This is an optimization exercise on Yosys and OpenROAD, whose aim is small area, a short achievable clock period and few clock cycles, not a production implementation. In this exercise RTL edits were held to simulation tests only and were not proved equivalent to the original.

==> v7: inputs <==
// arm_v
module arm_v(
	input wire clk,
	input wire reset,
	input wire [31:0] Instr,
	input wire [31:0] ReadData,
	output wire MemWrite,
	output wire [31:0] PC,
	output wire [31:0] DataAdr,
	output wire [31:0] WriteData
);
reg  [31:0] pcF;             
reg         vD;
reg  [31:0] irD;
reg  [31:0] A, B;            
reg  [31:0] mA;              
reg  [15:0] mOne, mTwo, mNeg;
reg         xWr;             
reg         xPc;             
reg         xLd;             
reg         xMul1;           
reg         xSub, xAnd, xOrr;
reg         xNZ, xCV;        
reg         xMemW;
reg  [3:0]  xRd;
reg  [3:0]  flags;           
reg  [31:0] rf [0:14];
function automatic [32:0] bkadd(input [31:0] a, input [31:0] b, input cin);
	reg [31:0] g, p, gg, pp;
	integer d, i;
	begin
		g  = a & b;
		p  = a ^ b;
		gg = g;
		pp = p;
		gg[0] = g[0] | (p[0] & cin);
		for (d = 1; d < 32; d = d * 2)
			for (i = 2 * d - 1; i < 32; i = i + 2 * d) begin
				gg[i] = gg[i] | (pp[i] & gg[i - d]);
				pp[i] = pp[i] & pp[i - d];
			end
		for (d = 8; d >= 1; d = d / 2)
			for (i = 3 * d - 1; i < 32; i = i + 2 * d) begin
				gg[i] = gg[i] | (pp[i] & gg[i - d]);
				pp[i] = pp[i] & pp[i - d];
			end
		bkadd = {gg[31], p ^ {gg[30:0], cin}};
	end
endfunction
wire [31:0] Bx  = xSub ? ~B : B;
wire [32:0] sum = bkadd(A, Bx, xSub);
wire [31:0] lg  = xAnd ? (A & B) : (A | B);
wire        xLg = xAnd | xOrr;
wire [31:0] alu = xLg ? lg : sum[31:0];
wire [31:0] res = xLd ? ReadData : alu;
wire p31 = A[31] ^ Bx[31];
wire c31 = sum[31] ^ p31;
wire c32 = sum[32];
wire [31:0] zt  = {A[30:0] | Bx[30:0], xSub};
wire        zAdd = &(~(A ^ Bx ^ zt));
wire        zLg  = ~|lg;
wire fN = alu[31];
wire fZ = xLg ? zLg : zAdd;
wire fC = c32;
  ...
==> flow/config.mk <==
export PLATFORM = sky130hd
export DESIGN_NAME = arm_v
export DESIGN_NICKNAME = arm_v
export VERILOG_FILES = /design/flow/design.v
export SDC_FILE = /design/flow/constraint.sdc
export NUM_CORES = 4
export LEC_CHECK = 0
export ABC_AREA = 1
export CAP_MARGIN = 20
export CORE_MARGIN = 2
export CORE_UTILIZATION = 40
export SLEW_MARGIN = 20
==> flow/constraint.sdc <==
create_clock -name core_clock -period 20.0 [get_ports {clk}]
set_input_delay 4.0000 -clock core_clock [delete_from_list [all_inputs] [get_ports {clk}]]
set_output_delay 4.0000 -clock core_clock [all_outputs]
set_load 0.01 [all_outputs]
standard.sh (not shown) runs the stock make flow with config.mk's settings and CLKGATE_MAP_FILE= SYNTH_SCRIPT=/design/flow/synth_recipe.tcl, a recipe that flattens the netlist after the stock synthesis.
==> flow/flow/run.sh <==
#!/bin/bash
# The standard layout, with timing repair aiming below the design's clock period:
# repair_timing treats paths with less than SETUP_SLACK_MARGIN ns of slack as violating.
set -euo pipefail
bash standard.sh synth > synth.log 2>&1
bash standard.sh SETUP_SLACK_MARGIN=14.8 finish > layout.log 2>&1
==> inputs of v14, as changes to v7 <==
--- a/flow/design.v
+++ b/flow/design.v
@@ -1057,12 +1057,11 @@
 );
 reg  [31:0] pcF;             
 reg         vD;
 reg  [31:0] irD;
 reg  [31:0] A, B;            
-reg  [31:0] mA;              
-reg  [15:0] mOne, mTwo, mNeg;
+reg  [15:0] mOne, mTwo;      
 reg         xWr;             
 reg         xPc;             
 reg         xLd;             
 reg         xMul1;           
 reg         xSub, xAnd, xOrr;
@@ -1108,11 +1107,12 @@
 wire fN = alu[31];
 wire fZ = xLg ? zLg : zAdd;
 wire fC = c32;
 wire fV = c31 ^ c32;
 wire [31:0] mS, mC;
-alu_v mul( .A(mA), .ONE(mOne), .TWO(mTwo), .NEG(mNeg), .S(mS), .C(mC) );
+alu_v mul( .A(A), .ONE(mOne), .TWO(mTwo), .NEG({B[31], B[29], B[27], B[25], B[23], B[21], B[19], B[17],
+                                            B[15], B[13], B[11], B[9], B[7], B[5], B[3], B[1]}), .S(mS), .C(mC) );
 wire xPcEff = xPc & ~xMul1;
 wire [3:0] cond = irD[31:28];
 wire [1:0] op   = irD[27:26];
 wire       dI   = irD[25];
 wire [3:0] cmd  = irD[24:21];
@@ -1238,14 +1238,12 @@
 		end
 	end
 end
 always @(posedge clk) begin
 	if (~stall) irD <= Instr;
-	mA <= aNew;
 	mOne <= eOne;
 	mTwo <= eTwo;
-	mNeg <= eNeg;
 	A <= xMul1 ? mS : aNew;
 	B <= xMul1 ? mC : bNew;
 	if (~xMul1 & advD) begin
 		xRd  <= rd;
 		xLd  <= dLdr;
CORE_UTILIZATION = 60   (was 40)
CTS_CLUSTER_DIAMETER = 100   (was not set)
CTS_CLUSTER_SIZE = 20   (was not set)
==> inputs of v15, as changes to v7 <==
CTS_CLUSTER_DIAMETER = 100   (was not set)
CTS_CLUSTER_SIZE = 25   (was not set)
==> notes <==
- Of v14 and v7, v7 has the higher die area (gap about 34%, measured against v7).
- Flip-flop and latch count: v15 is higher than v14 (48).
- Via count: v15 < v7 < v14.
- Area after synthesis: v15 is larger than v14 (about 1.8%).
- Clock skew: v14 > v7 > v15.
- Sequential share of layout area: v15 > v14 > v7.
- Between v15 and v14, the lower final cell count is in v14 (gap about 8%, measured against v14).
==> figures <==
metric                                                                 v7             v14             v15
Run status                                                 finished clean  finished clean  finished clean
Mean Syn Cell Area                                              9.06 um^2       8.95 um^2       9.06 um^2
Simple-Gate Fraction of Synth Area                                  15.5%           15.1%           15.5%
Placed inst area                                               50600 um^2      49100 um^2      50600 um^2
FF-to-FF End                                                        A[31]        mTwo[13]           A[31]
Slew @ Worst Pin                                                  1200 ps         1230 ps         1180 ps
First-pass GRT wire length                                      302000 um       285000 um       300000 um
Async set or reset register ratio after synthesis                   6.08%           6.53%           6.08%
Capturing instance or port of the critical path                     PC[1]     DataAdr[22]           PC[2]
Grt met3 use                                                        11.5%           18.6%           10.3%
Sequential-to-total area share from yosys stat                      41.6%           40.3%           41.6%
Stages on worst setup path                                              1               2               2
Number of cells in the finished layout apart from fillers            7130            6502            7030
Met1 track demand over resource                                     45.9%           60.5%           46.3%
Full die area                                                 120000 um^2      79200 um^2     120000 um^2
Final worst path period share                                       26.3%           26.6%           26.5%
Antenna violations before repair                                       16               9              17
Met3 WL post-DR                                                  32100 um        32500 um        31000 um
Post-route design area                                         56400 um^2      53100 um^2      54600 um^2
Testbench counts of v7, summed over its fixed seeds: cycles 33,391.
Testbench counts of v14, summed over its fixed seeds: cycles 33,391.
Testbench counts of v15, summed over its fixed seeds: cycles 33,391.

[what the ideal ports hide]
The results above use ideal ports. As a check the final layouts listed here were re-extracted and re-timed, cells and wires unchanged. Step 1 assumes that a clkbuf_16 drives the clock port and a buf_2 every other input. Step 2 adds t to the input delays and takes it off the output delays; t is the mean of the earliest and latest rising clock arrival at the registers after step 1. Input paths then give back, and output paths get back, about the clock's delay inside the block. a / b / c = no drivers / after step 1 / after step 2; a / b = the first two.
| run | t (ns) | setup slack, ns | worst setup path at the end | worst slew at a driven data input, ns |
|---|---|---|---|---|
| v7 | 0.744 | 14.734 / 14.664 / 14.130 | input to register | 0.09 |
| v14 | 0.711 | 14.679 / 14.603 / 14.185 | input to register | 0.07 |
| v15 | 0.716 | 14.696 / 14.625 / 14.157 | input to register | 0.09 |
After both steps setup and hold are still met in every run listed. The setup slack of v7, which loses most, moves by -0.070 ns with the drivers and by -0.604 ns with both steps.
